From an optimization exercise on the open Yosys and OpenROAD flow, aimed at small area and a short achievable clock period; shortcuts taken in it are not production practice.
In this exercise RTL edits were held to simulation tests only and were not proved equivalent to the original.
Power figures rest on the tool's default switching activity, not on a simulated workload.

Design cim_mac_tree, start of the top module:
module cim_mac_tree (
    input         clk,
    input         rst_n,
    input         mac_en,
    input  [7:0]  col_mux,
    input  [15:0] data_in,
    input  [7:0]  bank0,  bank1,  bank2,  bank3,
                  bank4,  bank5,  bank6,  bank7,
                  bank8,  bank9,  bank10, bank11,
                  bank12, bank13, bank14, bank15,
    output [11:0] sum
);
    wire [15:0] en  = data_in & {16{mac_en}};
    wire [7:0]  col = col_mux & {8{~mac_en}};
    wire g0_0 = ~((bank0[0] & en[0]) | (|(bank0 & col)));
    wire g0_1 = ~(bank0[1] & en[0]);
    wire g0_2 = ~(bank0[2] & en[0]);
    wire g0_3 = ~(bank0[3] & en[0]);
    wire g0_4 = ~(bank0[4] & en[0]);
    wire g0_5 = ~(bank0[5] & en[0]);
    wire g0_6 = ~(bank0[6] & en[0]);
    wire g0_7 = ~(bank0[7] & en[0]);
    wire g1_0 = ~((bank1[0] & en[1]) | (|(bank1 & col)));
    wire g1_1 = ~(bank1[1] & en[1]);
    wire g1_2 = ~(bank1[2] & en[1]);
    wire g1_3 = ~(bank1[3] & en[1]);
    wire g1_4 = ~(bank1[4] & en[1]);
    wire g1_5 = ~(bank1[5] & en[1]);
    wire g1_6 = ~(bank1[6] & en[1]);
    wire g1_7 = ~(bank1[7] & en[1]);
    wire g2_0 = ~((bank2[0] & en[2]) | (|(bank2 & col)));
  ...
For scale: ~63 flip-flops, about 0.0053 mm² of cells after synthesis.
clock: 8.0 ns
lec_check: 0
cap_margin: 20
core_margin: 2
core_utilization: 60
cts_buf_list: sky130_fd_sc_hd__clkbuf_4 sky130_fd_sc_hd__clkbuf_8
gpl_routability_driven: 0
setup_slack_margin: 4.5
slew_margin: 20
synth_hierarchical: 1
standard.sh (not shown) runs the stock make flow with config.mk's settings and CLKGATE_MAP_FILE= SYNTH_SCRIPT=/design/flow/synth_recipe.tcl, a recipe that flattens the netlist after the stock synthesis.
==> flow/flow/run.sh <==
#!/bin/bash
# The standard layout (the standard.sh, unchanged synthesis), with the
# port buffers made of the smallest buffer instead of the default choice.
set -o pipefail
export BUFFER_PORTS_ARGS="-buffer_cell sky130_fd_sc_hd__buf_1"
bash standard.sh finish > standard_flow.log 2>&1
Then changed:
- CORE_UTILIZATION: 60 -> 55
- GPL_ROUTABILITY_DRIVEN: 0 -> not set
- SETUP_SLACK_MARGIN: 4.5 -> 4.55
What happened: The changed run went through all stages and came out clean; sequential power goes up by about 2%; utilization goes down by 4.3 points; die area goes up by 8.7%.
Then changed:
==> flow/flow/run.sh (replaced) <==
#!/bin/bash
# The standard layout (the standard.sh, unchanged synthesis), with the
# port buffers made of the smallest buffer instead of the default choice,
# and ORFS's power recovery (downsizing of non-critical cells) after global
# routing.
set -o pipefail
export BUFFER_PORTS_ARGS="-buffer_cell sky130_fd_sc_hd__buf_1"
export RECOVER_POWER=100
bash standard.sh finish > standard_flow.log 2>&1
- CORE_UTILIZATION: 55 -> 60
- SETUP_SLACK_MARGIN: 4.55 -> 4.5
Effect: With this change the flow finished with max-capacitance violations, max-slew violations left; non-clock buffer count falls by 2; utilization goes up by 3.9 points; setup slack degrades by 1300 ps.
Then changed:
==> flow/flow/run.sh (replaced) <==
#!/bin/bash
# The standard layout (the standard.sh, unchanged synthesis), with the
# port buffers made of the smallest buffer instead of the default choice.
set -o pipefail
export BUFFER_PORTS_ARGS="-buffer_cell sky130_fd_sc_hd__buf_1"
bash standard.sh finish > standard_flow.log 2>&1
- GPL_ROUTABILITY_DRIVEN: not set -> 0
- GPL_TIMING_DRIVEN: not set -> 0
The changed run finished with timing, DRC and antenna clean.
Sequential power decreases by about 3%.
Hold slack hardly moves.
Cell area increases by 14%.
Worst setup slack gains 1200 ps.
Routed wire length drops by 3.5%.
Total power barely changes.

========
## rev 12
Another version of the RTL of cim_mac_tree (not shown whole).
Size in the first run: ~510 cells after synthesis, about 62 flip-flops, roughly 170 I/O pins.
==> flow/config.mk <==
export PLATFORM = sky130hd
export DESIGN_NAME = cim_mac_tree
export DESIGN_NICKNAME = cim_mac_tree
export VERILOG_FILES = /design/flow/design.v
export SDC_FILE = /design/flow/constraint.sdc
export NUM_CORES = 4
export LEC_CHECK = 0
export CAP_MARGIN = 20
export CORE_MARGIN = 2
export CORE_UTILIZATION = 65
export CTS_BUF_LIST = sky130_fd_sc_hd__clkbuf_4
export SETUP_SLACK_MARGIN = 4.5
export SLEW_MARGIN = 20
export SYNTH_HIERARCHICAL = 1
==> flow/constraint.sdc <==
create_clock -name core_clock -period 8.0 [get_ports {clk}]
set_input_delay 1.6000 -clock core_clock [delete_from_list [all_inputs] [get_ports {clk}]]
set_output_delay 1.6000 -clock core_clock [all_outputs]
set_load 0.01 [all_outputs]
==> flow/flow/run.sh <==
#!/bin/bash
# The standard layout (the standard.sh, unchanged synthesis), with the
# port buffers made of the smallest buffer instead of the default choice.
set -o pipefail
export BUFFER_PORTS_ARGS="-buffer_cell sky130_fd_sc_hd__buf_1"
bash standard.sh finish > standard_flow.log 2>&1
Rev 12 | status: complete | timing, DRC, antenna: pass
Here is what was changed in the inputs of rev 13 compared with rev 12.
- CTS_BUF_LIST: sky130_fd_sc_hd__clkbuf_4 -> unset
- CORE_UTILIZATION: 65 -> 40
Compared with rev 12, in rev 13 area growth from synthesis to layout grew by 7.7 points, power density normalized to cell area shrank by 9.2%, setup slack grew by 0.26 ns, multi-input combinational cell area held steady.

-- what the ideal ports hide --
The results above use ideal ports. As a check the final layouts listed here were re-extracted and re-timed, cells and wires unchanged.
Step 1 assumes that a clkbuf_16 drives the clock port and a buf_2 every other input.
Step 2, shift: input delay + t, output delay - t, t = (earliest + latest rising clock arrival at the registers) / 2. This alone moves slack from input paths to output paths.
Three values: ideal ports, drivers, drivers and shift; two values: the first two.
run	t (ns)	setup slack, ns	worst hold slack (ns)	latest minus earliest clock arrival (ns)
the first run of note 1	0.380	4.547 / 4.519 / 4.140	0.436 / 0.436 / 0.436	0.012 / 0.011
the second run of note 1	0.382	4.550 / 4.550 / 4.180	0.438 / 0.438 / 0.438	0.013 / 0.013
the third run of note 1	0.366	3.235 / 3.253 / 2.886	0.437 / 0.437 / 0.437	0.008 / 0.009
the fourth run of note 1	0.365	4.386 / 4.371 / 4.006	0.439 / 0.439 / 0.439	0.017 / 0.016
rev 12	0.437	4.258 / 4.259 / 3.822	0.612 / 0.612 / 0.612	0.011 / 0.010
rev 13	0.359	4.516 / 4.527 / 4.167	0.618 / 0.618 / 0.618	0.011 / 0.011
The setup slack of rev 12, which loses most, moves by +0.001 ns with the drivers and by -0.436 ns with both steps.
